Background: an optimization exercise with open tools, aiming at small area and a short achievable clock period. Do not read the settings as production practice.
No functional check of the RTL was part of this run.

$ cat design/flow/design.v
module pe (
    input wire clk,
    input wire rst,
    input wire [31:0] a,
    input wire [31:0] b,
    output wire [31:0] c
);
  reg [72:0] st;
  wire [32:0] bx = {b, 1'b0};
  wire [15:0] one, two, neg;
  genvar gi;
  generate
    for (gi = 0; gi < 16; gi = gi + 1) begin : enc
      assign one[gi] = bx[2*gi+1] ^ bx[2*gi];
      assign two[gi] = (bx[2*gi+2] & ~bx[2*gi+1] & ~bx[2*gi]) | (~bx[2*gi+2] & bx[2*gi+1] & bx[2*gi]);
      assign neg[gi] = bx[2*gi+2];
    end
  endgenerate
  wire [31:0] pp0;
  wire x0 = one[0] & a[0];
  wire e0 = neg[0] & ~x0;
  assign pp0[31:1] = ((a[31:1] & {31{one[0]}}) | (a[30:0] & {31{two[0]}})) ^ {31{neg[0]}};
  assign pp0[0] = x0;
  wire [29:0] pp1;
  wire x1 = one[1] & a[0];
  wire e1 = neg[1] & ~x1;
  assign pp1[29:1] = ((a[29:1] & {29{one[1]}}) | (a[28:0] & {29{two[1]}})) ^ {29{neg[1]}};
  assign pp1[0] = x1;
  wire [27:0] pp2;
  wire x2 = one[2] & a[0];
  wire e2 = neg[2] & ~x2;
  assign pp2[27:1] = ((a[27:1] & {27{one[2]}}) | (a[26:0] & {27{two[2]}})) ^ {27{neg[2]}};
  assign pp2[0] = x2;
  wire [25:0] pp3;
  wire x3 = one[3] & a[0];
  wire e3 = neg[3] & ~x3;
  assign pp3[25:1] = ((a[25:1] & {25{one[3]}}) | (a[24:0] & {25{two[3]}})) ^ {25{neg[3]}};
  assign pp3[0] = x3;
  wire [23:0] pp4;
  wire x4 = one[4] & a[0];
  wire e4 = neg[4] & ~x4;
  assign pp4[23:1] = ((a[23:1] & {23{one[4]}}) | (a[22:0] & {23{two[4]}})) ^ {23{neg[4]}};
  assign pp4[0] = x4;
  wire [21:0] pp5;
  wire x5 = one[5] & a[0];
  wire e5 = neg[5] & ~x5;
  assign pp5[21:1] = ((a[21:1] & {21{one[5]}}) | (a[20:0] & {21{two[5]}})) ^ {21{neg[5]}};
  assign pp5[0] = x5;
  wire [19:0] pp6;
  wire x6 = one[6] & a[0];
  wire e6 = neg[6] & ~x6;
  assign pp6[19:1] = ((a[19:1] & {19{one[6]}}) | (a[18:0] & {19{two[6]}})) ^ {19{neg[6]}};
  assign pp6[0] = x6;
  wire [17:0] pp7;
  wire x7 = one[7] & a[0];
  wire e7 = neg[7] & ~x7;
  assign pp7[17:1] = ((a[17:1] & {17{one[7]}}) | (a[16:0] & {17{two[7]}})) ^ {17{neg[7]}};
  assign pp7[0] = x7;
  wire [15:0] pp8;
  wire x8 = one[8] & a[0];
  wire e8 = neg[8] & ~x8;
  assign pp8[15:1] = ((a[15:1] & {15{one[8]}}) | (a[14:0] & {15{two[8]}})) ^ {15{neg[8]}};
  assign pp8[0] = x8;
  wire [13:0] pp9;
  wire x9 = one[9] & a[0];
  wire e9 = neg[9] & ~x9;
  assign pp9[13:1] = ((a[13:1] & {13{one[9]}}) | (a[12:0] & {13{two[9]}})) ^ {13{neg[9]}};
  assign pp9[0] = x9;
  wire [11:0] pp10;
  wire x10 = one[10] & a[0];
  wire e10 = neg[10] & ~x10;
  assign pp10[11:1] = ((a[11:1] & {11{one[10]}}) | (a[10:0] & {11{two[10]}})) ^ {11{neg[10]}};
  assign pp10[0] = x10;
  wire [9:0] pp11;
  wire x11 = one[11] & a[0];
  wire e11 = neg[11] & ~x11;
  assign pp11[9:1] = ((a[9:1] & {9{one[11]}}) | (a[8:0] & {9{two[11]}})) ^ {9{neg[11]}};
  assign pp11[0] = x11;
  wire [7:0] pp12;
  wire x12 = one[12] & a[0];
  wire e12 = neg[12] & ~x12;
  assign pp12[7:1] = ((a[7:1] & {7{one[12]}}) | (a[6:0] & {7{two[12]}})) ^ {7{neg[12]}};
  assign pp12[0] = x12;
  wire [5:0] pp13;
  wire x13 = one[13] & a[0];
  wire e13 = neg[13] & ~x13;
  assign pp13[5:1] = ((a[5:1] & {5{one[13]}}) | (a[4:0] & {5{two[13]}})) ^ {5{neg[13]}};
  assign pp13[0] = x13;
  wire [3:0] pp14;
  wire x14 = one[14] & a[0];
  wire e14 = neg[14] & ~x14;
  assign pp14[3:1] = ((a[3:1] & {3{one[14]}}) | (a[2:0] & {3{two[14]}})) ^ {3{neg[14]}};
  assign pp14[0] = x14;
  wire [1:0] pp15;
  wire x15 = one[15] & a[0];
  wire e15 = neg[15] & ~x15;
  assign pp15[1:1] = ((a[1:1] & {1{one[15]}}) | (a[0:0] & {1{two[15]}})) ^ {1{neg[15]}};
  assign pp15[0] = x15;
  wire s1, k2;
  ha u1 (.a(st[0]), .b(x0), .s(s1), .co(k2));
  wire s3, k4;
  fa u3 (.a(st[1]), .b(e0), .c(pp0[1]), .s(s3), .co(k4));
  wire s5, k6;
  ha u5 (.a(k2), .b(s3), .s(s5), .co(k6));
  wire s7, k8;
  fa u7 (.a(st[2]), .b(pp0[2]), .c(x1), .s(s7), .co(k8));
  wire s9, k10;
  fa u9 (.a(k4), .b(s7), .c(k6), .s(s9), .co(k10));
  wire s11, k12;
  fa u11 (.a(st[3]), .b(e1), .c(pp0[3]), .s(s11), .co(k12));
  wire s13, k14;
  fa u13 (.a(pp1[1]), .b(k8), .c(s11), .s(s13), .co(k14));
  wire s15, k16;
  ha u15 (.a(s13), .b(k10), .s(s15), .co(k16));
  wire s17, k18;
  fa u17 (.a(st[4]), .b(pp0[4]), .c(pp1[2]), .s(s17), .co(k18));
  wire s19, k20;
  fa u19 (.a(x2), .b(k12), .c(s17), .s(s19), .co(k20));
  wire s21, k22;
  fa u21 (.a(k14), .b(s19), .c(k16), .s(s21), .co(k22));
  wire s23, k24;
  fa u23 (.a(st[5]), .b(e2), .c(pp0[5]), .s(s23), .co(k24));
  wire s25, k26;
  fa u25 (.a(pp1[3]), .b(pp2[1]), .c(k18), .s(s25), .co(k26));
  wire s27, k28;
  fa u27 (.a(s23), .b(k20), .c(s25), .s(s27), .co(k28));
  wire s29, k30;
  ha u29 (.a(s27), .b(k22), .s(s29), .co(k30));
  wire s31, k32;
  fa u31 (.a(st[6]), .b(st[7]), .c(pp0[6]), .s(s31), .co(k32));
  wire s33, k34;
  fa u33 (.a(pp1[4]), .b(pp2[2]), .c(x3), .s(s33), .co(k34));
  wire s35, k36;
  fa u35 (.a(k24), .b(s31), .c(s33), .s(s35), .co(k36));
  wire s37, k38;
  fa u37 (.a(k26), .b(s35), .c(k28), .s(s37), .co(k38));
  wire s39, k40;
  fa u39 (.a(st[8]), .b(e3), .c(pp0[7]), .s(s39), .co(k40));
  wire s41, k42;
  fa u41 (.a(pp1[5]), .b(pp2[3]), .c(pp3[1]), .s(s41), .co(k42));
  wire s43, k44;
  fa u43 (.a(k32), .b(k34), .c(s39), .s(s43), .co(k44));
  wire s45, k46;
  fa u45 (.a(s41), .b(k36), .c(s43), .s(s45), .co(k46));
  wire s47, k48;
  ha u47 (.a(s45), .b(k38), .s(s47), .co(k48));
  wire s49, k50;
  fa u49 (.a(st[10]), .b(st[9]), .c(pp0[8]), .s(s49), .co(k50));
  wire s51, k52;
  fa u51 (.a(pp1[6]), .b(pp2[4]), .c(pp3[2]), .s(s51), .co(k52));
  wire s53, k54;
  fa u53 (.a(x4), .b(k40), .c(k42), .s(s53), .co(k54));
  wire s55, k56;
  fa u55 (.a(s49), .b(s51), .c(k44), .s(s55), .co(k56));
  wire s57, k58;
  fa u57 (.a(s53), .b(k46), .c(s55), .s(s57), .co(k58));
  wire s59, k60;
  fa u59 (.a(st[11]), .b(e4), .c(pp0[9]), .s(s59), .co(k60));
  wire s61, k62;
  fa u61 (.a(pp1[7]), .b(pp2[5]), .c(pp3[3]), .s(s61), .co(k62));
  wire s63, k64;
  fa u63 (.a(pp4[1]), .b(k50), .c(k52), .s(s63), .co(k64));
  wire s65, k66;
  fa u65 (.a(s59), .b(s61), .c(k54), .s(s65), .co(k66));
  wire s67, k68;
  fa u67 (.a(s63), .b(k56), .c(s65), .s(s67), .co(k68));
  wire s69, k70;
  ha u69 (.a(k58), .b(s67), .s(s69), .co(k70));
  wire s71, k72;
  fa u71 (.a(st[12]), .b(st[13]), .c(pp0[10]), .s(s71), .co(k72));
  wire s73, k74;
  fa u73 (.a(pp1[8]), .b(pp2[6]), .c(pp3[4]), .s(s73), .co(k74));
  wire s75, k76;
  fa u75 (.a(pp4[2]), .b(x5), .c(k60), .s(s75), .co(k76));
  wire s77, k78;
  fa u77 (.a(k62), .b(s71), .c(s73), .s(s77), .co(k78));
  wire s79, k80;
  fa u79 (.a(k64), .b(s75), .c(s77), .s(s79), .co(k80));
  wire s81, k82;
  fa u81 (.a(k66), .b(s79), .c(k68), .s(s81), .co(k82));
  wire s83, k84;
  fa u83 (.a(st[14]), .b(st[15]), .c(e5), .s(s83), .co(k84));
  wire s85, k86;
  fa u85 (.a(pp0[11]), .b(pp1[9]), .c(pp2[7]), .s(s85), .co(k86));
  wire s87, k88;
  fa u87 (.a(pp3[5]), .b(pp4[3]), .c(pp5[1]), .s(s87), .co(k88));
  wire s89, k90;
  fa u89 (.a(s83), .b(k72), .c(k74), .s(s89), .co(k90));
  wire s91, k92;
  fa u91 (.a(s85), .b(s87), .c(k76), .s(s91), .co(k92));
  wire s93, k94;
  fa u93 (.a(s89), .b(k78), .c(s91), .s(s93), .co(k94));
  wire s95, k96;
  ha u95 (.a(k80), .b(s93), .s(s95), .co(k96));
  wire s97, k98;
  fa u97 (.a(st[16]), .b(st[17]), .c(pp0[12]), .s(s97), .co(k98));
  wire s99, k100;
  fa u99 (.a(pp1[10]), .b(pp2[8]), .c(pp3[6]), .s(s99), .co(k100));
  wire s101, k102;
  fa u101 (.a(pp4[4]), .b(pp5[2]), .c(x6), .s(s101), .co(k102));
  wire s103, k104;
  fa u103 (.a(k84), .b(k86), .c(k88), .s(s103), .co(k104));
  wire s105, k106;
  fa u105 (.a(s97), .b(s101), .c(s99), .s(s105), .co(k106));
  wire s107, k108;
  fa u107 (.a(k90), .b(s103), .c(s105), .s(s107), .co(k108));
  wire s109, k110;
  fa u109 (.a(k92), .b(s107), .c(k94), .s(s109), .co(k110));
  wire s111, k112;
  fa u111 (.a(st[18]), .b(st[19]), .c(e6), .s(s111), .co(k112));
  wire s113, k114;
  fa u113 (.a(pp0[13]), .b(pp1[11]), .c(pp2[9]), .s(s113), .co(k114));
  wire s115, k116;
  fa u115 (.a(pp3[7]), .b(pp4[5]), .c(pp5[3]), .s(s115), .co(k116));
  wire s117, k118;
  fa u117 (.a(pp6[1]), .b(s111), .c(k98), .s(s117), .co(k118));
  wire s119, k120;
  fa u119 (.a(k100), .b(k102), .c(s113), .s(s119), .co(k120));
  wire s121, k122;
  fa u121 (.a(s115), .b(k104), .c(s117), .s(s121), .co(k122));
  wire s123, k124;
  fa u123 (.a(k106), .b(s119), .c(s121), .s(s123), .co(k124));
  wire s125, k126;
  ha u125 (.a(k108), .b(s123), .s(s125), .co(k126));
  wire s127, k128;
  fa u127 (.a(st[20]), .b(st[21]), .c(pp0[14]), .s(s127), .co(k128));
  wire s129, k130;
  fa u129 (.a(pp1[12]), .b(pp2[10]), .c(pp3[8]), .s(s129), .co(k130));
  wire s131, k132;
  fa u131 (.a(pp4[6]), .b(pp5[4]), .c(pp6[2]), .s(s131), .co(k132));
  wire s133, k134;
  fa u133 (.a(x7), .b(k112), .c(k114), .s(s133), .co(k134));
  wire s135, k136;
  fa u135 (.a(k116), .b(s127), .c(s129), .s(s135), .co(k136));
  wire s137, k138;
  fa u137 (.a(s131), .b(k118), .c(s133), .s(s137), .co(k138));
  wire s139, k140;
  fa u139 (.a(k120), .b(s135), .c(k122), .s(s139), .co(k140));
  wire s141, k142;
  fa u141 (.a(s137), .b(k124), .c(s139), .s(s141), .co(k142));
  wire s143, k144;
  fa u143 (.a(st[22]), .b(st[23]), .c(e7), .s(s143), .co(k144));
  wire s145, k146;
  fa u145 (.a(pp0[15]), .b(pp1[13]), .c(pp2[11]), .s(s145), .co(k146));
  wire s147, k148;
  fa u147 (.a(pp3[9]), .b(pp4[7]), .c(pp5[5]), .s(s147), .co(k148));
  wire s149, k150;
  fa u149 (.a(pp6[3]), .b(pp7[1]), .c(s143), .s(s149), .co(k150));
  wire s151, k152;
  fa u151 (.a(k128), .b(k130), .c(k132), .s(s151), .co(k152));
  wire s153, k154;
  fa u153 (.a(s145), .b(s147), .c(s149), .s(s153), .co(k154));
  wire s155, k156;
  fa u155 (.a(k134), .b(k136), .c(s151), .s(s155), .co(k156));
  wire s157, k158;
  fa u157 (.a(s153), .b(k138), .c(s155), .s(s157), .co(k158));
  wire s159, k160;
  ha u159 (.a(k140), .b(s157), .s(s159), .co(k160));
  wire s161, k162;
  fa u161 (.a(st[24]), .b(st[25]), .c(st[26]), .s(s161), .co(k162));
  wire s163, k164;
  fa u163 (.a(s161), .b(pp0[16]), .c(pp1[14]), .s(s163), .co(k164));
  wire s165, k166;
  fa u165 (.a(pp2[12]), .b(pp3[10]), .c(pp4[8]), .s(s165), .co(k166));
  wire s167, k168;
  fa u167 (.a(pp5[6]), .b(pp6[4]), .c(pp7[2]), .s(s167), .co(k168));
  wire s169, k170;
  fa u169 (.a(x8), .b(k144), .c(k146), .s(s169), .co(k170));
  wire s171, k172;
  fa u171 (.a(k148), .b(s163), .c(s165), .s(s171), .co(k172));
  wire s173, k174;
  fa u173 (.a(s167), .b(k150), .c(k152), .s(s173), .co(k174));
  wire s175, k176;
  fa u175 (.a(s169), .b(s171), .c(k154), .s(s175), .co(k176));
  wire s177, k178;
  fa u177 (.a(k156), .b(s173), .c(s175), .s(s177), .co(k178));
  wire s179, k180;
  fa u179 (.a(st[27]), .b(st[28]), .c(k162), .s(s179), .co(k180));
  wire s181, k182;
  fa u181 (.a(s179), .b(e8), .c(pp0[17]), .s(s181), .co(k182));
  wire s183, k184;
  fa u183 (.a(pp1[15]), .b(pp2[13]), .c(pp3[11]), .s(s183), .co(k184));
  wire s185, k186;
  fa u185 (.a(pp4[9]), .b(pp5[7]), .c(pp6[5]), .s(s185), .co(k186));
  wire s187, k188;
  fa u187 (.a(pp7[3]), .b(pp8[1]), .c(k164), .s(s187), .co(k188));
  wire s189, k190;
  fa u189 (.a(k166), .b(k168), .c(s181), .s(s189), .co(k190));
  wire s191, k192;
  fa u191 (.a(s183), .b(s185), .c(k170), .s(s191), .co(k192));
  wire s193, k194;
  fa u193 (.a(s187), .b(k172), .c(s189), .s(s193), .co(k194));
  wire s195, k196;
  fa u195 (.a(k174), .b(s191), .c(s193), .s(s195), .co(k196));
  wire s197, k198;
  ha u197 (.a(k176), .b(s195), .s(s197), .co(k198));
  wire s199, k200;
  fa u199 (.a(st[29]), .b(st[30]), .c(st[31]), .s(s199), .co(k200));
  wire s201, k202;
  fa u201 (.a(s199), .b(k180), .c(pp0[18]), .s(s201), .co(k202));
  wire s203, k204;
  fa u203 (.a(pp1[16]), .b(pp2[14]), .c(pp3[12]), .s(s203), .co(k204));
  wire s205, k206;
  fa u205 (.a(pp4[10]), .b(pp5[8]), .c(pp6[6]), .s(s205), .co(k206));
  wire s207, k208;
  fa u207 (.a(pp7[4]), .b(pp8[2]), .c(x9), .s(s207), .co(k208));
  wire s209, k210;
  fa u209 (.a(k182), .b(k184), .c(k186), .s(s209), .co(k210));
  wire s211, k212;
  fa u211 (.a(s201), .b(s203), .c(s205), .s(s211), .co(k212));
  wire s213, k214;
  fa u213 (.a(s207), .b(k188), .c(k190), .s(s213), .co(k214));
  wire s215, k216;
  fa u215 (.a(s209), .b(s211), .c(k192), .s(s215), .co(k216));
  wire s217, k218;
  fa u217 (.a(k194), .b(s213), .c(s215), .s(s217), .co(k218));
  wire s219, k220;
  fa u219 (.a(st[32]), .b(st[33]), .c(st[34]), .s(s219), .co(k220));
  wire s221, k222;
  fa u221 (.a(k200), .b(s219), .c(e9), .s(s221), .co(k222));
  wire s223, k224;
  fa u223 (.a(pp0[19]), .b(pp1[17]), .c(pp2[15]), .s(s223), .co(k224));
  wire s225, k226;
  fa u225 (.a(pp3[13]), .b(pp4[11]), .c(pp5[9]), .s(s225), .co(k226));
  wire s227, k228;
  fa u227 (.a(pp6[7]), .b(pp7[5]), .c(pp8[3]), .s(s227), .co(k228));
  wire s229, k230;
  fa u229 (.a(pp9[1]), .b(s221), .c(k202), .s(s229), .co(k230));
  wire s231, k232;
  fa u231 (.a(k204), .b(k206), .c(k208), .s(s231), .co(k232));
  wire s233, k234;
  fa u233 (.a(s223), .b(s225), .c(s227), .s(s233), .co(k234));
  wire s235, k236;
  fa u235 (.a(k210), .b(s229), .c(k212), .s(s235), .co(k236));
  wire s237, k238;
  fa u237 (.a(s231), .b(s233), .c(k214), .s(s237), .co(k238));
  wire s239, k240;
  ha u239 (.a(s235), .b(k216), .s(s239), .co(k240));
  wire s241, k242;
  fa u241 (.a(st[35]), .b(st[36]), .c(st[37]), .s(s241), .co(k242));
  wire s243, k244;
  fa u243 (.a(k220), .b(s241), .c(pp0[20]), .s(s243), .co(k244));
  wire s245, k246;
  fa u245 (.a(pp1[18]), .b(pp2[16]), .c(pp3[14]), .s(s245), .co(k246));
  wire s247, k248;
  fa u247 (.a(pp4[12]), .b(pp5[10]), .c(pp6[8]), .s(s247), .co(k248));
  wire s249, k250;
  fa u249 (.a(pp7[6]), .b(pp8[4]), .c(pp9[2]), .s(s249), .co(k250));
  wire s251, k252;
  fa u251 (.a(x10), .b(k222), .c(k224), .s(s251), .co(k252));
  wire s253, k254;
  fa u253 (.a(k226), .b(k228), .c(s243), .s(s253), .co(k254));
  wire s255, k256;
  fa u255 (.a(s245), .b(s247), .c(s249), .s(s255), .co(k256));
  wire s257, k258;
  fa u257 (.a(k230), .b(k232), .c(s251), .s(s257), .co(k258));
  wire s259, k260;
  fa u259 (.a(s253), .b(k234), .c(s255), .s(s259), .co(k260));
  wire s261, k262;
  fa u261 (.a(k236), .b(s257), .c(s259), .s(s261), .co(k262));
  wire s263, k264;
  fa u263 (.a(st[38]), .b(st[39]), .c(k242), .s(s263), .co(k264));
  wire s265, k266;
  fa u265 (.a(s263), .b(e10), .c(pp0[21]), .s(s265), .co(k266));
  wire s267, k268;
  fa u267 (.a(pp10[1]), .b(pp1[19]), .c(pp2[17]), .s(s267), .co(k268));
  wire s269, k270;
  fa u269 (.a(pp3[15]), .b(pp4[13]), .c(pp5[11]), .s(s269), .co(k270));
  wire s271, k272;
  fa u271 (.a(pp6[9]), .b(pp7[7]), .c(pp8[5]), .s(s271), .co(k272));
  wire s273, k274;
  fa u273 (.a(pp9[3]), .b(k244), .c(k246), .s(s273), .co(k274));
  wire s275, k276;
  fa u275 (.a(k248), .b(k250), .c(s265), .s(s275), .co(k276));
  wire s277, k278;
  fa u277 (.a(s267), .b(s269), .c(s271), .s(s277), .co(k278));
  wire s279, k280;
  fa u279 (.a(k252), .b(k254), .c(s273), .s(s279), .co(k280));
  wire s281, k282;
  fa u281 (.a(s275), .b(k256), .c(s277), .s(s281), .co(k282));
  wire s283, k284;
  fa u283 (.a(k258), .b(s279), .c(k260), .s(s283), .co(k284));
  wire s285, k286;
  ha u285 (.a(s281), .b(k262), .s(s285), .co(k286));
  wire s287, k288;
  fa u287 (.a(st[40]), .b(st[41]), .c(st[42]), .s(s287), .co(k288));
  wire s289, k290;
  fa u289 (.a(st[43]), .b(s287), .c(k264), .s(s289), .co(k290));
  wire s291, k292;
  fa u291 (.a(s289), .b(pp0[22]), .c(pp10[2]), .s(s291), .co(k292));
  wire s293, k294;
  fa u293 (.a(pp1[20]), .b(pp2[18]), .c(pp3[16]), .s(s293), .co(k294));
  wire s295, k296;
  fa u295 (.a(pp4[14]), .b(pp5[12]), .c(pp6[10]), .s(s295), .co(k296));
  wire s297, k298;
  fa u297 (.a(pp7[8]), .b(pp8[6]), .c(pp9[4]), .s(s297), .co(k298));
  wire s299, k300;
  fa u299 (.a(x11), .b(k266), .c(k268), .s(s299), .co(k300));
  wire s301, k302;
  fa u301 (.a(k270), .b(k272), .c(s291), .s(s301), .co(k302));
  wire s303, k304;
  fa u303 (.a(s293), .b(s295), .c(s297), .s(s303), .co(k304));
  wire s305, k306;
  fa u305 (.a(k274), .b(k276), .c(s299), .s(s305), .co(k306));
  wire s307, k308;
  fa u307 (.a(k278), .b(s301), .c(s303), .s(s307), .co(k308));
  wire s309, k310;
  fa u309 (.a(k280), .b(s305), .c(k282), .s(s309), .co(k310));
  wire s311, k312;
  fa u311 (.a(st[44]), .b(st[45]), .c(k288), .s(s311), .co(k312));
  wire s313, k314;
  fa u313 (.a(s311), .b(k290), .c(e11), .s(s313), .co(k314));
  wire s315, k316;
  fa u315 (.a(pp0[23]), .b(pp10[3]), .c(pp11[1]), .s(s315), .co(k316));
  wire s317, k318;
  fa u317 (.a(pp1[21]), .b(pp2[19]), .c(pp3[17]), .s(s317), .co(k318));
  wire s319, k320;
  fa u319 (.a(pp4[15]), .b(pp5[13]), .c(pp6[11]), .s(s319), .co(k320));
  wire s321, k322;
  fa u321 (.a(pp7[9]), .b(pp8[7]), .c(pp9[5]), .s(s321), .co(k322));
  wire s323, k324;
  fa u323 (.a(s313), .b(k292), .c(k294), .s(s323), .co(k324));
  wire s325, k326;
  fa u325 (.a(k296), .b(k298), .c(s315), .s(s325), .co(k326));
  wire s327, k328;
  fa u327 (.a(s317), .b(s319), .c(s321), .s(s327), .co(k328));
  wire s329, k330;
  fa u329 (.a(k300), .b(k302), .c(s323), .s(s329), .co(k330));
  wire s331, k332;
  fa u331 (.a(k304), .b(s325), .c(s327), .s(s331), .co(k332));
  wire s333, k334;
  fa u333 (.a(k306), .b(s329), .c(k308), .s(s333), .co(k334));
  wire s335, k336;
  ha u335 (.a(s331), .b(k310), .s(s335), .co(k336));
  wire s337, k338;
  fa u337 (.a(st[46]), .b(st[47]), .c(st[48]), .s(s337), .co(k338));
  wire s339, k340;
  fa u339 (.a(st[49]), .b(s337), .c(k312), .s(s339), .co(k340));
  wire s341, k342;
  fa u341 (.a(s339), .b(pp0[24]), .c(pp10[4]), .s(s341), .co(k342));
  wire s343, k344;
  fa u343 (.a(pp11[2]), .b(pp1[22]), .c(pp2[20]), .s(s343), .co(k344));
  wire s345, k346;
  fa u345 (.a(pp3[18]), .b(pp4[16]), .c(pp5[14]), .s(s345), .co(k346));
  wire s347, k348;
  fa u347 (.a(pp6[12]), .b(pp7[10]), .c(pp8[8]), .s(s347), .co(k348));
  wire s349, k350;
  fa u349 (.a(pp9[6]), .b(x12), .c(k314), .s(s349), .co(k350));
  wire s351, k352;
  fa u351 (.a(k316), .b(k318), .c(k320), .s(s351), .co(k352));
  wire s353, k354;
  fa u353 (.a(k322), .b(s341), .c(s343), .s(s353), .co(k354));
  wire s355, k356;
  fa u355 (.a(s345), .b(s347), .c(s349), .s(s355), .co(k356));
  wire s357, k358;
  fa u357 (.a(k324), .b(k326), .c(s351), .s(s357), .co(k358));
  wire s359, k360;
  fa u359 (.a(k328), .b(s353), .c(s355), .s(s359), .co(k360));
  wire s361, k362;
  fa u361 (.a(k330), .b(s357), .c(k332), .s(s361), .co(k362));
  wire s363, k364;
  fa u363 (.a(st[50]), .b(st[51]), .c(k338), .s(s363), .co(k364));
  wire s365, k366;
  fa u365 (.a(s363), .b(k340), .c(e12), .s(s365), .co(k366));
  wire s367, k368;
  fa u367 (.a(pp0[25]), .b(pp10[5]), .c(pp11[3]), .s(s367), .co(k368));
  wire s369, k370;
  fa u369 (.a(pp12[1]), .b(pp1[23]), .c(pp2[21]), .s(s369), .co(k370));
  wire s371, k372;
  fa u371 (.a(pp3[19]), .b(pp4[17]), .c(pp5[15]), .s(s371), .co(k372));
  wire s373, k374;
  fa u373 (.a(pp6[13]), .b(pp7[11]), .c(pp8[9]), .s(s373), .co(k374));
  wire s375, k376;
  fa u375 (.a(pp9[7]), .b(s365), .c(k342), .s(s375), .co(k376));
  wire s377, k378;
  fa u377 (.a(k344), .b(k346), .c(k348), .s(s377), .co(k378));
  wire s379, k380;
  fa u379 (.a(s367), .b(s369), .c(s371), .s(s379), .co(k380));
  wire s381, k382;
  fa u381 (.a(s373), .b(k350), .c(k352), .s(s381), .co(k382));
  wire s383, k384;
  fa u383 (.a(s375), .b(k354), .c(s377), .s(s383), .co(k384));
  wire s385, k386;
  fa u385 (.a(s379), .b(k356), .c(k358), .s(s385), .co(k386));
  wire s387, k388;
  fa u387 (.a(s381), .b(s383), .c(k360), .s(s387), .co(k388));
  wire s389, k390;
  ha u389 (.a(s385), .b(k362), .s(s389), .co(k390));
  wire s391, k392;
  fa u391 (.a(st[52]), .b(st[53]), .c(st[54]), .s(s391), .co(k392));
  wire s393, k394;
  fa u393 (.a(st[55]), .b(s391), .c(k364), .s(s393), .co(k394));
  wire s395, k396;
  fa u395 (.a(s393), .b(pp0[26]), .c(pp10[6]), .s(s395), .co(k396));
  wire s397, k398;
  fa u397 (.a(pp11[4]), .b(pp12[2]), .c(pp1[24]), .s(s397), .co(k398));
  wire s399, k400;
  fa u399 (.a(pp2[22]), .b(pp3[20]), .c(pp4[18]), .s(s399), .co(k400));
  wire s401, k402;
  fa u401 (.a(pp5[16]), .b(pp6[14]), .c(pp7[12]), .s(s401), .co(k402));
  wire s403, k404;
  fa u403 (.a(pp8[10]), .b(pp9[8]), .c(x13), .s(s403), .co(k404));
  wire s405, k406;
  fa u405 (.a(k366), .b(k368), .c(k370), .s(s405), .co(k406));
  wire s407, k408;
  fa u407 (.a(k372), .b(k374), .c(s395), .s(s407), .co(k408));
  wire s409, k410;
  fa u409 (.a(s397), .b(s399), .c(s401), .s(s409), .co(k410));
  wire s411, k412;
  fa u411 (.a(s403), .b(k376), .c(k378), .s(s411), .co(k412));
  wire s413, k414;
  fa u413 (.a(s405), .b(k380), .c(s407), .s(s413), .co(k414));
  wire s415, k416;
  fa u415 (.a(s409), .b(k382), .c(k384), .s(s415), .co(k416));
  wire s417, k418;
  fa u417 (.a(s411), .b(s413), .c(k386), .s(s417), .co(k418));
  wire s419, k420;
  fa u419 (.a(st[56]), .b(st[57]), .c(st[58]), .s(s419), .co(k420));
  wire s421, k422;
  fa u421 (.a(k392), .b(s419), .c(k394), .s(s421), .co(k422));
  wire s423, k424;
  fa u423 (.a(s421), .b(e13), .c(pp0[27]), .s(s423), .co(k424));
  wire s425, k426;
  fa u425 (.a(pp10[7]), .b(pp11[5]), .c(pp12[3]), .s(s425), .co(k426));
  wire s427, k428;
  fa u427 (.a(pp13[1]), .b(pp1[25]), .c(pp2[23]), .s(s427), .co(k428));
  wire s429, k430;
  fa u429 (.a(pp3[21]), .b(pp4[19]), .c(pp5[17]), .s(s429), .co(k430));
  wire s431, k432;
  fa u431 (.a(pp6[15]), .b(pp7[13]), .c(pp8[11]), .s(s431), .co(k432));
  wire s433, k434;
  fa u433 (.a(pp9[9]), .b(k396), .c(k398), .s(s433), .co(k434));
  wire s435, k436;
  fa u435 (.a(k400), .b(k402), .c(k404), .s(s435), .co(k436));
  wire s437, k438;
  fa u437 (.a(s423), .b(s425), .c(s427), .s(s437), .co(k438));
  wire s439, k440;
  fa u439 (.a(s429), .b(s431), .c(k406), .s(s439), .co(k440));
  wire s441, k442;
  fa u441 (.a(k408), .b(s433), .c(s435), .s(s441), .co(k442));
  wire s443, k444;
  fa u443 (.a(k410), .b(s437), .c(k412), .s(s443), .co(k444));
  wire s445, k446;
  fa u445 (.a(s439), .b(k414), .c(s441), .s(s445), .co(k446));
  wire s447, k448;
  ha u447 (.a(k416), .b(s443), .s(s447), .co(k448));
  wire s449, k450;
  fa u449 (.a(st[59]), .b(st[60]), .c(st[61]), .s(s449), .co(k450));
  wire s451, k452;
  fa u451 (.a(st[62]), .b(k420), .c(s449), .s(s451), .co(k452));
  wire s453, k454;
  fa u453 (.a(s451), .b(k422), .c(pp0[28]), .s(s453), .co(k454));
  wire s455, k456;
  fa u455 (.a(pp10[8]), .b(pp11[6]), .c(pp12[4]), .s(s455), .co(k456));
  wire s457, k458;
  fa u457 (.a(pp13[2]), .b(pp1[26]), .c(pp2[24]), .s(s457), .co(k458));
  wire s459, k460;
  fa u459 (.a(pp3[22]), .b(pp4[20]), .c(pp5[18]), .s(s459), .co(k460));
  wire s461, k462;
  fa u461 (.a(pp6[16]), .b(pp7[14]), .c(pp8[12]), .s(s461), .co(k462));
  wire s463, k464;
  fa u463 (.a(pp9[10]), .b(x14), .c(k424), .s(s463), .co(k464));
  wire s465, k466;
  fa u465 (.a(k426), .b(k428), .c(k430), .s(s465), .co(k466));
  wire s467, k468;
  fa u467 (.a(k432), .b(s453), .c(s455), .s(s467), .co(k468));
  wire s469, k470;
  fa u469 (.a(s457), .b(s459), .c(s461), .s(s469), .co(k470));
  wire s471, k472;
  fa u471 (.a(k434), .b(k436), .c(s463), .s(s471), .co(k472));
  wire s473, k474;
  fa u473 (.a(k438), .b(s465), .c(s467), .s(s473), .co(k474));
  wire s475, k476;
  fa u475 (.a(s469), .b(k440), .c(k442), .s(s475), .co(k476));
  wire s477, k478;
  fa u477 (.a(s471), .b(s473), .c(k444), .s(s477), .co(k478));
  wire s479, k480;
  fa u479 (.a(st[63]), .b(st[64]), .c(st[65]), .s(s479), .co(k480));
  wire s481, k482;
  fa u481 (.a(k450), .b(s479), .c(k452), .s(s481), .co(k482));
  wire s483, k484;
  fa u483 (.a(s481), .b(e14), .c(pp0[29]), .s(s483), .co(k484));
  wire s485, k486;
  fa u485 (.a(pp10[9]), .b(pp11[7]), .c(pp12[5]), .s(s485), .co(k486));
  wire s487, k488;
  fa u487 (.a(pp13[3]), .b(pp14[1]), .c(pp1[27]), .s(s487), .co(k488));
  wire s489, k490;
  fa u489 (.a(pp2[25]), .b(pp3[23]), .c(pp4[21]), .s(s489), .co(k490));
  wire s491, k492;
  fa u491 (.a(pp5[19]), .b(pp6[17]), .c(pp7[15]), .s(s491), .co(k492));
  wire s493, k494;
  fa u493 (.a(pp8[13]), .b(pp9[11]), .c(k454), .s(s493), .co(k494));
  wire s495, k496;
  fa u495 (.a(k456), .b(k458), .c(k460), .s(s495), .co(k496));
  wire s497, k498;
  fa u497 (.a(k462), .b(s483), .c(s485), .s(s497), .co(k498));
  wire s499, k500;
  fa u499 (.a(s487), .b(s489), .c(s491), .s(s499), .co(k500));
  wire s501, k502;
  fa u501 (.a(k464), .b(k466), .c(s493), .s(s501), .co(k502));
  wire s503, k504;
  fa u503 (.a(k468), .b(s495), .c(k470), .s(s503), .co(k504));
  wire s505, k506;
  fa u505 (.a(s497), .b(s499), .c(k472), .s(s505), .co(k506));
  wire s507, k508;
  fa u507 (.a(s501), .b(k474), .c(s503), .s(s507), .co(k508));
  wire s509, k510;
  ha u509 (.a(k476), .b(s505), .s(s509), .co(k510));
  wire s511, k512;
  fa u511 (.a(st[66]), .b(st[67]), .c(st[68]), .s(s511), .co(k512));
  wire s513, k514;
  fa u513 (.a(st[69]), .b(k480), .c(s511), .s(s513), .co(k514));
  wire s515, k516;
  fa u515 (.a(s513), .b(k482), .c(pp0[30]), .s(s515), .co(k516));
  wire s517, k518;
  fa u517 (.a(pp10[10]), .b(pp11[8]), .c(pp12[6]), .s(s517), .co(k518));
  wire s519, k520;
  fa u519 (.a(pp13[4]), .b(pp14[2]), .c(pp1[28]), .s(s519), .co(k520));
  wire s521, k522;
  fa u521 (.a(pp2[26]), .b(pp3[24]), .c(pp4[22]), .s(s521), .co(k522));
  wire s523, k524;
  fa u523 (.a(pp5[20]), .b(pp6[18]), .c(pp7[16]), .s(s523), .co(k524));
  wire s525, k526;
  fa u525 (.a(pp8[14]), .b(pp9[12]), .c(x15), .s(s525), .co(k526));
  wire s527, k528;
  fa u527 (.a(k484), .b(k486), .c(k488), .s(s527), .co(k528));
  wire s529, k530;
  fa u529 (.a(k490), .b(k492), .c(s515), .s(s529), .co(k530));
  wire s531, k532;
  fa u531 (.a(s517), .b(s519), .c(s521), .s(s531), .co(k532));
  wire s533, k534;
  fa u533 (.a(s523), .b(s525), .c(k494), .s(s533), .co(k534));
  wire s535, k536;
  fa u535 (.a(k496), .b(k498), .c(s527), .s(s535), .co(k536));
  wire s537, k538;
  fa u537 (.a(s529), .b(k500), .c(s531), .s(s537), .co(k538));
  wire s539, k540;
  fa u539 (.a(s533), .b(k502), .c(k504), .s(s539), .co(k540));
  wire s541, k542;
  fa u541 (.a(s535), .b(s537), .c(k506), .s(s541), .co(k542));
  wire s543, k544;
  fa u543 (.a(st[70]), .b(st[71]), .c(st[72]), .s(s543), .co(k544));
  wire s545, k546;
  fa u545 (.a(k512), .b(s543), .c(k514), .s(s545), .co(k546));
  wire s547, k548;
  fa u547 (.a(s545), .b(e15), .c(pp0[31]), .s(s547), .co(k548));
  wire s549, k550;
  fa u549 (.a(pp10[11]), .b(pp11[9]), .c(pp12[7]), .s(s549), .co(k550));
  wire s551, k552;
  fa u551 (.a(pp13[5]), .b(pp14[3]), .c(pp15[1]), .s(s551), .co(k552));
  wire s553, k554;
  fa u553 (.a(pp1[29]), .b(pp2[27]), .c(pp3[25]), .s(s553), .co(k554));
  wire s555, k556;
  fa u555 (.a(pp4[23]), .b(pp5[21]), .c(pp6[19]), .s(s555), .co(k556));
  wire s557, k558;
  fa u557 (.a(pp7[17]), .b(pp8[15]), .c(pp9[13]), .s(s557), .co(k558));
  wire s559, k560;
  fa u559 (.a(k516), .b(k518), .c(k520), .s(s559), .co(k560));
  wire s561, k562;
  fa u561 (.a(k522), .b(k524), .c(k526), .s(s561), .co(k562));
  wire s563, k564;
  fa u563 (.a(s547), .b(s549), .c(s551), .s(s563), .co(k564));
  wire s565, k566;
  fa u565 (.a(s553), .b(s555), .c(s557), .s(s565), .co(k566));
  wire s567, k568;
  fa u567 (.a(k528), .b(k530), .c(s559), .s(s567), .co(k568));
  wire s569, k570;
  fa u569 (.a(s561), .b(k532), .c(s563), .s(s569), .co(k570));
  wire s571, k572;
  fa u571 (.a(s565), .b(k534), .c(k536), .s(s571), .co(k572));
  wire s573, k574;
  fa u573 (.a(s567), .b(k538), .c(s569), .s(s573), .co(k574));
  wire s575, k576;
  ha u575 (.a(k540), .b(s571), .s(s575), .co(k576));
  wire [72:0] nx;
  assign nx[0] = s1;
  assign nx[1] = s5;
  assign nx[2] = s9;
  assign nx[3] = s15;
  assign nx[4] = s21;
  assign nx[5] = s29;
  assign nx[6] = s37;
  assign nx[7] = k30;
  assign nx[8] = s47;
  assign nx[9] = s57;
  assign nx[10] = k48;
  assign nx[11] = s69;
  assign nx[12] = k70;
  assign nx[13] = s81;
  assign nx[14] = s95;
  assign nx[15] = k82;
  assign nx[16] = k96;
  assign nx[17] = s109;
  assign nx[18] = k110;
  assign nx[19] = s125;
  assign nx[20] = k126;
  assign nx[21] = s141;
  assign nx[22] = k142;
  assign nx[23] = s159;
  assign nx[24] = k158;
  assign nx[25] = s177;
  assign nx[26] = k160;
  assign nx[27] = k178;
  assign nx[28] = s197;
  assign nx[29] = k196;
  assign nx[30] = k198;
  assign nx[31] = s217;
  assign nx[32] = s237;
  assign nx[33] = s239;
  assign nx[34] = k218;
  assign nx[35] = k238;
  assign nx[36] = k240;
  assign nx[37] = s261;
  assign nx[38] = s283;
  assign nx[39] = s285;
  assign nx[40] = s307;
  assign nx[41] = k284;
  assign nx[42] = s309;
  assign nx[43] = k286;
  assign nx[44] = s333;
  assign nx[45] = s335;
  assign nx[46] = s359;
  assign nx[47] = k334;
  assign nx[48] = s361;
  assign nx[49] = k336;
  assign nx[50] = s387;
  assign nx[51] = s389;
  assign nx[52] = s415;
  assign nx[53] = k388;
  assign nx[54] = k390;
  assign nx[55] = s417;
  assign nx[56] = s445;
  assign nx[57] = s447;
  assign nx[58] = k418;
  assign nx[59] = k446;
  assign nx[60] = s475;
  assign nx[61] = k448;
  assign nx[62] = s477;
  assign nx[63] = s507;
  assign nx[64] = k478;
  assign nx[65] = s509;
  assign nx[66] = s539;
  assign nx[67] = k508;
  assign nx[68] = k510;
  assign nx[69] = s541;
  assign nx[70] = s573;
  assign nx[71] = k542;
  assign nx[72] = s575;
  always @(posedge clk or posedge rst) begin
    if (rst)
      st <= 73'd0;
    else
      st <= nx;
  end
  assign c[0] = st[0];
  assign c[1] = st[1];
  assign c[2] = st[2];
  assign c[3] = st[3];
  assign c[4] = st[4];
  assign c[5] = st[5];
  wire s100001, k100002;
  fa u100001 (.a(st[24]), .b(st[25]), .c(st[26]), .s(s100001), .co(k100002));
  wire s100003, k100004;
  fa u100003 (.a(st[27]), .b(st[28]), .c(k100002), .s(s100003), .co(k100004));
  wire s100005, k100006;
  fa u100005 (.a(st[29]), .b(st[30]), .c(st[31]), .s(s100005), .co(k100006));
  wire s100007, k100008;
  fa u100007 (.a(st[32]), .b(st[33]), .c(st[34]), .s(s100007), .co(k100008));
  wire s100009, k100010;
  fa u100009 (.a(st[35]), .b(st[36]), .c(st[37]), .s(s100009), .co(k100010));
  wire s100011, k100012;
  fa u100011 (.a(st[38]), .b(st[39]), .c(k100010), .s(s100011), .co(k100012));
  wire s100013, k100014;
  fa u100013 (.a(st[40]), .b(st[41]), .c(st[42]), .s(s100013), .co(k100014));
  wire s100015, k100016;
  fa u100015 (.a(st[43]), .b(s100013), .c(k100012), .s(s100015), .co(k100016));
  wire s100017, k100018;
  fa u100017 (.a(st[44]), .b(st[45]), .c(k100014), .s(s100017), .co(k100018));
  wire s100019, k100020;
  fa u100019 (.a(st[46]), .b(st[47]), .c(st[48]), .s(s100019), .co(k100020));
  wire s100021, k100022;
  fa u100021 (.a(st[49]), .b(s100019), .c(k100018), .s(s100021), .co(k100022));
  wire s100023, k100024;
  fa u100023 (.a(st[50]), .b(st[51]), .c(k100020), .s(s100023), .co(k100024));
  wire s100025, k100026;
  fa u100025 (.a(st[52]), .b(st[53]), .c(st[54]), .s(s100025), .co(k100026));
  wire s100027, k100028;
  fa u100027 (.a(st[55]), .b(s100025), .c(k100024), .s(s100027), .co(k100028));
  wire s100029, k100030;
  fa u100029 (.a(st[56]), .b(st[57]), .c(st[58]), .s(s100029), .co(k100030));
  wire s100031, k100032;
  fa u100031 (.a(k100026), .b(s100029), .c(k100028), .s(s100031), .co(k100032));
  wire s100033, k100034;
  fa u100033 (.a(st[59]), .b(st[60]), .c(st[61]), .s(s100033), .co(k100034));
  wire s100035, k100036;
  fa u100035 (.a(st[62]), .b(k100030), .c(s100033), .s(s100035), .co(k100036));
  wire s100037, k100038;
  fa u100037 (.a(st[63]), .b(st[64]), .c(st[65]), .s(s100037), .co(k100038));
  wire s100039, k100040;
  fa u100039 (.a(k100034), .b(s100037), .c(k100036), .s(s100039), .co(k100040));
  wire s100041, k100042;
  fa u100041 (.a(st[66]), .b(st[67]), .c(st[68]), .s(s100041), .co(k100042));
  wire s100043, k100044;
  fa u100043 (.a(st[69]), .b(k100038), .c(s100041), .s(s100043), .co(k100044));
  wire s100045, k100046;
  fa u100045 (.a(st[70]), .b(st[71]), .c(st[72]), .s(s100045), .co(k100046));
  wire s100047, k100048;
  fa u100047 (.a(k100042), .b(s100045), .c(k100044), .s(s100047), .co(k100048));
  wire [25:0] ax = {s100047, s100043, s100039, s100035, s100031, s100027, s100023, s100021, s100017, s100015, s100011, k100008, k100006, s100005, s100003, s100001, st[22], st[20], st[18], st[16], st[14], st[12], st[11], st[10], st[8], st[6]};
  wire [25:0] bxx = {1'b0, k100040, 1'b0, k100032, 1'b0, 1'b0, k100022, 1'b0, k100016, 1'b0, 1'b0, s100009, s100007, k100004, 1'b0, 1'b0, st[23], st[21], st[19], st[17], st[15], st[13], 1'b0, st[9], 1'b0, st[7]};
  wire [25:0] p0 = ax ^ bxx;
  wire [25:0] g0 = ax & bxx;
  wire bg1 = g0[1] | (p0[1] & g0[0]);
  wire bg2 = g0[3] | (p0[3] & g0[2]);
  wire bp2 = p0[3] & p0[2];
  wire bg3 = g0[5] | (p0[5] & g0[4]);
  wire bp3 = p0[5] & p0[4];
  wire bg4 = g0[7] | (p0[7] & g0[6]);
  wire bp4 = p0[7] & p0[6];
  wire bg5 = g0[9] | (p0[9] & g0[8]);
  wire bp5 = p0[9] & p0[8];
  wire bg6 = g0[11] | (p0[11] & g0[10]);
  wire bp6 = p0[11] & p0[10];
  wire bg7 = g0[13] | (p0[13] & g0[12]);
  wire bp7 = p0[13] & p0[12];
  wire bg8 = g0[15] | (p0[15] & g0[14]);
  wire bp8 = p0[15] & p0[14];
  wire bg9 = g0[17] | (p0[17] & g0[16]);
  wire bp9 = p0[17] & p0[16];
  wire bg10 = g0[19] | (p0[19] & g0[18]);
  wire bp10 = p0[19] & p0[18];
  wire bg11 = g0[21] | (p0[21] & g0[20]);
  wire bp11 = p0[21] & p0[20];
  wire bg12 = g0[23] | (p0[23] & g0[22]);
  wire bp12 = p0[23] & p0[22];
  wire bg13 = g0[25] | (p0[25] & g0[24]);
  wire bp13 = p0[25] & p0[24];
  wire bg14 = bg2 | (bp2 & bg1);
  wire bg15 = bg4 | (bp4 & bg3);
  wire bp15 = bp4 & bp3;
  wire bg16 = bg6 | (bp6 & bg5);
  wire bp16 = bp6 & bp5;
  wire bg17 = bg8 | (bp8 & bg7);
  wire bp17 = bp8 & bp7;
  wire bg18 = bg10 | (bp10 & bg9);
  wire bp18 = bp10 & bp9;
  wire bg19 = bg12 | (bp12 & bg11);
  wire bp19 = bp12 & bp11;
  wire bg20 = bg15 | (bp15 & bg14);
  wire bg21 = bg17 | (bp17 & bg16);
  wire bp21 = bp17 & bp16;
  wire bg22 = bg19 | (bp19 & bg18);
  wire bp22 = bp19 & bp18;
  wire bg23 = bg21 | (bp21 & bg20);
  wire bg24 = bg22 | (bp22 & bg23);
  wire bg25 = bg16 | (bp16 & bg20);
  wire bg26 = bg18 | (bp18 & bg23);
  wire bg27 = bg3 | (bp3 & bg14);
  wire bg28 = bg5 | (bp5 & bg20);
  wire bg29 = bg7 | (bp7 & bg25);
  wire bg30 = bg9 | (bp9 & bg23);
  wire bg31 = bg11 | (bp11 & bg26);
  wire bg32 = bg13 | (bp13 & bg24);
  wire bg33 = g0[2] | (p0[2] & bg1);
  wire bg34 = g0[4] | (p0[4] & bg14);
  wire bg35 = g0[6] | (p0[6] & bg27);
  wire bg36 = g0[8] | (p0[8] & bg20);
  wire bg37 = g0[10] | (p0[10] & bg28);
  wire bg38 = g0[12] | (p0[12] & bg25);
  wire bg39 = g0[14] | (p0[14] & bg29);
  wire bg40 = g0[16] | (p0[16] & bg23);
  wire bg41 = g0[18] | (p0[18] & bg30);
  wire bg42 = g0[20] | (p0[20] & bg26);
  wire bg43 = g0[22] | (p0[22] & bg31);
  wire bg44 = g0[24] | (p0[24] & bg24);
  assign c[6] = p0[0];
  assign c[7] = p0[1] ^ g0[0];
  assign c[8] = p0[2] ^ bg1;
  assign c[9] = p0[3] ^ bg33;
  assign c[10] = p0[4] ^ bg14;
  assign c[11] = p0[5] ^ bg34;
  assign c[12] = p0[6] ^ bg27;
  assign c[13] = p0[7] ^ bg35;
  assign c[14] = p0[8] ^ bg20;
  assign c[15] = p0[9] ^ bg36;
  assign c[16] = p0[10] ^ bg28;
  assign c[17] = p0[11] ^ bg37;
  assign c[18] = p0[12] ^ bg25;
  assign c[19] = p0[13] ^ bg38;
  assign c[20] = p0[14] ^ bg29;
  assign c[21] = p0[15] ^ bg39;
  assign c[22] = p0[16] ^ bg23;
  assign c[23] = p0[17] ^ bg40;
  assign c[24] = p0[18] ^ bg30;
  assign c[25] = p0[19] ^ bg41;
  assign c[26] = p0[20] ^ bg26;
  assign c[27] = p0[21] ^ bg42;
  assign c[28] = p0[22] ^ bg31;
  assign c[29] = p0[23] ^ bg43;
  assign c[30] = p0[24] ^ bg24;
  assign c[31] = p0[25] ^ bg44;
endmodule
module fa (
    input wire a,
    input wire b,
    input wire c,
    output wire s,
    output wire co
);
  assign s = a ^ b ^ c;
  assign co = (a & b) | (a & c) | (b & c);
endmodule
module ha (
    input wire a,
    input wire b,
    output wire s,
    output wire co
);
  assign s = a ^ b;
  assign co = a & b;
endmodule
$ cat design/flow/flow/run.sh
#!/bin/bash
set -euo pipefail
export BUFFER_PORTS_ARGS="-buffer_cell sky130_fd_sc_hd__buf_2"
bash standard.sh > standard.log 2>&1
$ cat design/flow/standard.sh
#!/bin/bash
# synth_recipe.tcl (not shown) runs the flow's synth.tcl, then flattens the netlist and writes it again
# the make line also repeats each setting of config.mk as NAME=value (left out here)
make -C /OpenROAD-flow-scripts/flow DESIGN_CONFIG=/design/flow/config.mk WORK_HOME=/design/flow/orfs CLKGATE_MAP_FILE= SYNTH_SCRIPT=/design/flow/synth_recipe.tcl "${@:-finish}"
$ cat design/flow/config.mk
export PLATFORM = sky130hd
export DESIGN_NAME = pe
export DESIGN_NICKNAME = pe
export VERILOG_FILES = /design/flow/design.v
export SDC_FILE = /design/flow/constraint.sdc
export NUM_CORES = 4
export LEC_CHECK = 0
export ABC_AREA = 1
export CAP_MARGIN = 20
export CORE_MARGIN = 2
export CORE_UTILIZATION = 40
export CTS_BUF_LIST = sky130_fd_sc_hd__clkbuf_8
export CTS_CLUSTER_SIZE = 30
export SETUP_SLACK_MARGIN = 3.9
export SLEW_MARGIN = 20
export SYNTH_HIERARCHICAL = 1
export TNS_END_PERCENT = 0
$ cat design/flow/constraint.sdc
create_clock -name core_clock -period 9.0 [get_ports {clk}]
set_input_delay 1.8000 -clock core_clock [delete_from_list [all_inputs] [get_ports {clk}]]
set_output_delay 1.8000 -clock core_clock [all_outputs]
set_load 0.01 [all_outputs]
==> results by group <==
Setup path
  • Critical path cell sequence: buf_4 > nor2_1 > a21oi_1 > buf_4 > o22ai_1 > xor2_1 > fa_1 > fa_1 > fa_1 > fa_1 > ha_1
  • Largest fanout of any net on the critical path: 28
  • Required time worst endpoint: approximately 9.3 ns
  • Crit end category: flop
  • Crit path arrival time: approximately 5.7 ns
  • CP max stage cell: sky130_fd_sc_hd__fa_1
  • Worst r2r src: st[46]
  • Crit path launch type: input port
  • Classification of the worst setup path: in -> reg
  • Cell mode on critical path: sky130_fd_sc_hd__fa_1
  • Crit path from: b[9]
  • Delay of the slowest critical-path stage: about 0.57 ns

Yosys
  • Total of flip-flops plus latches after synthesis: 73
  • Number of nets produced by synthesis: about 1,700
  • Yosys top cell by area: sky130_fd_sc_hd__fa_1
  • Sequential element share of the synthesized area: 12.9%
  • Syn Inst Count: 1,314
  • Number of distinct library cells after synthesis: 29
  • Netlist area before placement: ~0.014 mm²
  • Synth warnings: 7
  • Main area contributors after synthesis: sky130_fd_sc_hd__fa_1 (43%), sky130_fd_sc_hd__xor2_1 (16%), sky130_fd_sc_hd__dfrtp_1 (13%)
  • Mean instance size in the synthesized netlist: between 10 and 15 µm²
  • Area share of the largest cell type after synthesis: between 40 and 50%

Finish
  • Largest reg by FF count: st
  • Largest registers: st: 73 flops
  • Post-layout net count: around 1,700
  • Largest register FFs: 73
  • Seq. cell area: roughly 0.0018 mm²
  • P&R area growth vs syn: 6.37%
  • Share of the core filled with cells: between 40% and 50%
  • Fraction of layout instances using a drive strength above 1: between 10 and 15%
  • Commonest cells after routing, fill and taps aside: sky130_fd_sc_hd__fa_1 (296), sky130_fd_sc_hd__xor2_1 (264), sky130_fd_sc_hd__o22ai_1 (242)
  • Fill count: roughly 3,300
  • Most common library cell in the layout ignoring fill and taps: sky130_fd_sc_hd__fa_1
  • N_diodes: 0
  • Area of combinational cells with multiple inputs: between 0.01 and 0.015 mm²

Routing
  • Routed Antenna Nets: 0
  • Wire length per cell after detailed routing: approximately 25 µm
  • Router iterations before antenna repair: 6
  • Via density per instance: 5.96
  • Number of DRC markers in iteration 0: approximately 1,300
  • Routed vias: around 11,000
  • DRC: 0
  • Final WL: between 40,000 and 50,000 µm

Clock tree
  • Maximum root-to-sink buffer count: 2
  • Clk sinks: 73
  • CTS tree: yes
  • Clock transition at the registers of the reported paths: about 0.1 ns
  • Clock insertion delay at the later pin of the skew report: a little under 0.4 ns
  • Total clock buffers created by CTS: 9
  • Number of levels in the clock H-tree: 3
  • Clock tree root driver cell: sky130_fd_sc_hd__clkbuf_8

Timing
  • Relative slew slack: ~24%
  • Slew @ Worst Pin: 1.13 ns
  • Final worst path period share: between 60% and 70%
  • Minimum period implied by the final worst setup slack: 5.45 ns
  • Final Skew: between 0.02 and 0.03 ns
  • Maximum achievable frequency: about 0.18 GHz
  • Final setup viols: 0
  • Setup repair after global routing missed its margin: yes
  • Total Negative Setup Slacks: 0 ns
  • Post-route setup slack: around 3.5 ns
  • Final hold violation count: 0
  • Final Slew Violations: 0

Hold path
  • Startpoint of the worst hold path: st[0]
  • Worst Hold Class: reg -> reg

Floorplan
  • Die Wd: roughly 190 µm
  • Site Rows: slightly below 70
  • Initial core utilization: around two fifths
  • Area of the placeable core: 0.0346 mm²
  • Overall die area: ~0.037 mm²
  • Number of ports placed on the die boundary: 98
  • Y dimension of the die: approximately 190 µm

Place
  • Detailed-placement wirelength estimate: about 31,000 µm
  • I/O Buffers: just under 100
  • GP Congestion: between 0.9 and 1
  • Post-place setup slack: between 2 and 3 ns

Outcome
  • Run status: timing/DRC/antenna clean

GRT
  • Total track usage: roughly a quarter
  • Maximum number of pins on one net before global-route repair: 74
  • Number of antenna violations at the first check in global routing: 0
  • Total global routing overflow: 0
  • First-pass GRT wire length: 68,300 µm
  • Number of global-route vias before repair: between 10,000 and 15,000

Job
  • Max Cap Viol: 0
-- worst max-delay path: cells and delay by family --
family | cells | cell delay (ns)
compound gates | 2 | 0.54
buf+inv | 2 | 0.82
xor+xnor | 1 | 0.26
fa+ha+maj | 5 | 2.18
simple gates | 1 | 0.12
-- cell families after synthesis --
group           Yosys count  share of synthesized area, %
simple gates            120                          3.43
fa+ha+maj               339                          46.1
flops                    73                          12.9
compound gates          295                          13.6
xor+xnor                268                          16.6
buf+inv                 219                          7.29
-- layout make-up --
type / count / area share, %
multi-input combinational: 1024 / 75.7
clock inverter: 7 / 0.483
sequential: 73 / 12.2
tap: 455 / 3.79
clock buffer: 9 / 0.824
inverter: 95 / 2.38
timing repair buffer: 117 / 4.64
-- metal layers --
metal / part of all wire [%] / routed length [µm] / GRT usage, % / up-vias
met5: 0 / 0 / 0 / -
met4: 2.4 / 1090 / 7.25 / 0
met3: 12 / 5410 / 7.60 / 76
met2: 45 / 20000 / 37.7 / 712
met1: 41 / 18200 / 35.2 / 5472
li1: - / - / - / 4348
-- worst paths after layout --
check                      endpoint  slack, ns  depth (start not counted)
max in group asynchronous    st[34]       6.93                          4
setup / recovery             st[39]       3.55                         11
setup reg to reg             st[69]       4.48                         10
hold / removal                st[0]       0.52                          1
hold reg to reg               st[0]       0.52                          1
min in group asynchronous     st[1]       1.48                          3
-- modules after synthesis, one instance, submodules excluded --
module,flops+latches,cells,times used,area [µm²]
ha,0,1,17,12.5
fa,0,1,295,20.0
pe,73,1002,1,8010
-- through the flow --
stage | std cells | hold WS (ns) | cell area [µm²]
after floorplan | 1314 | 0.480 | 14100
after global placement | 1757 | 0.484 | 14600
after detailed placement | 1757 | 0.512 | 14600
after CTS | 1778 | 0.533 | 15000
after global routing | 1780 | 0.556 | 15000
final | 1780 | 0.522 | 15000
-- synthesized netlist by cell type --
| library cell | n |
|---|---|
| sky130_fd_sc_hd__xor2_1 | 264 |
| sky130_fd_sc_hd__fa_1 | 303 |
| sky130_fd_sc_hd__nor2_1 | 44 |
| sky130_fd_sc_hd__buf_4 | 23 |
| sky130_fd_sc_hd__a21oi_1 | 9 |
| sky130_fd_sc_hd__a21oi_2 | 8 |
| sky130_fd_sc_hd__nand2_1 | 61 |
| sky130_fd_sc_hd__nand2_2 | 4 |
| sky130_fd_sc_hd__o22ai_1 | 242 |
| sky130_fd_sc_hd__dfrtp_1 | 73 |
| sky130_fd_sc_hd__ha_1 | 36 |
| sky130_fd_sc_hd__a21oi_4 | 2 |
| sky130_fd_sc_hd__inv_2 | 4 |
| sky130_fd_sc_hd__nand3_1 | 2 |
| sky130_fd_sc_hd__o21ai_0 | 20 |
| sky130_fd_sc_hd__xnor2_1 | 4 |
| sky130_fd_sc_hd__clkinv_1 | 7 |
| sky130_fd_sc_hd__or2_2 | 1 |
| sky130_fd_sc_hd__inv_1 | 84 |
| sky130_fd_sc_hd__a31o_2 | 1 |
| sky130_fd_sc_hd__o21bai_1 | 1 |
| sky130_fd_sc_hd__buf_1 | 6 |
| sky130_fd_sc_hd__nor3_1 | 1 |
| sky130_fd_sc_hd__buf_2 | 61 |
| sky130_fd_sc_hd__nor2_2 | 5 |
| sky130_fd_sc_hd__buf_6 | 6 |
| sky130_fd_sc_hd__clkbuf_1 | 28 |
| sky130_fd_sc_hd__nand4_1 | 2 |
| sky130_fd_sc_hd__o22ai_2 | 12 |
-- what timing repair did --
item                                    CTS  global route
buffers inserted                          4             0
resized for setup                        28             5
endpoints found under the setup margin   78            69
cloned                                    1             1
hold buffers                              0             0
pin swaps                                 3             3

## port drivers added, routing unchanged
Ports are ideal in the flow. The routed layout listed here was re-timed in OpenROAD. Step 1 assumes that a clkbuf_16 drives the clock port and a buf_2 every other input. Step 2, shift: input delay + t, output delay - t, t = (earliest + latest rising clock arrival at the registers) / 2. This alone moves slack from input paths to output paths. Three values: ideal ports, drivers, drivers and shift; two values: the first two.
t (ns): 0.425
setup slack, ns: 3.547 / 3.566 / 3.141
worst setup path at the end: input to register
After both steps setup and hold are still met in this run. The setup slack of this run moves by +0.019 ns with the drivers and by -0.406 ns with both steps.
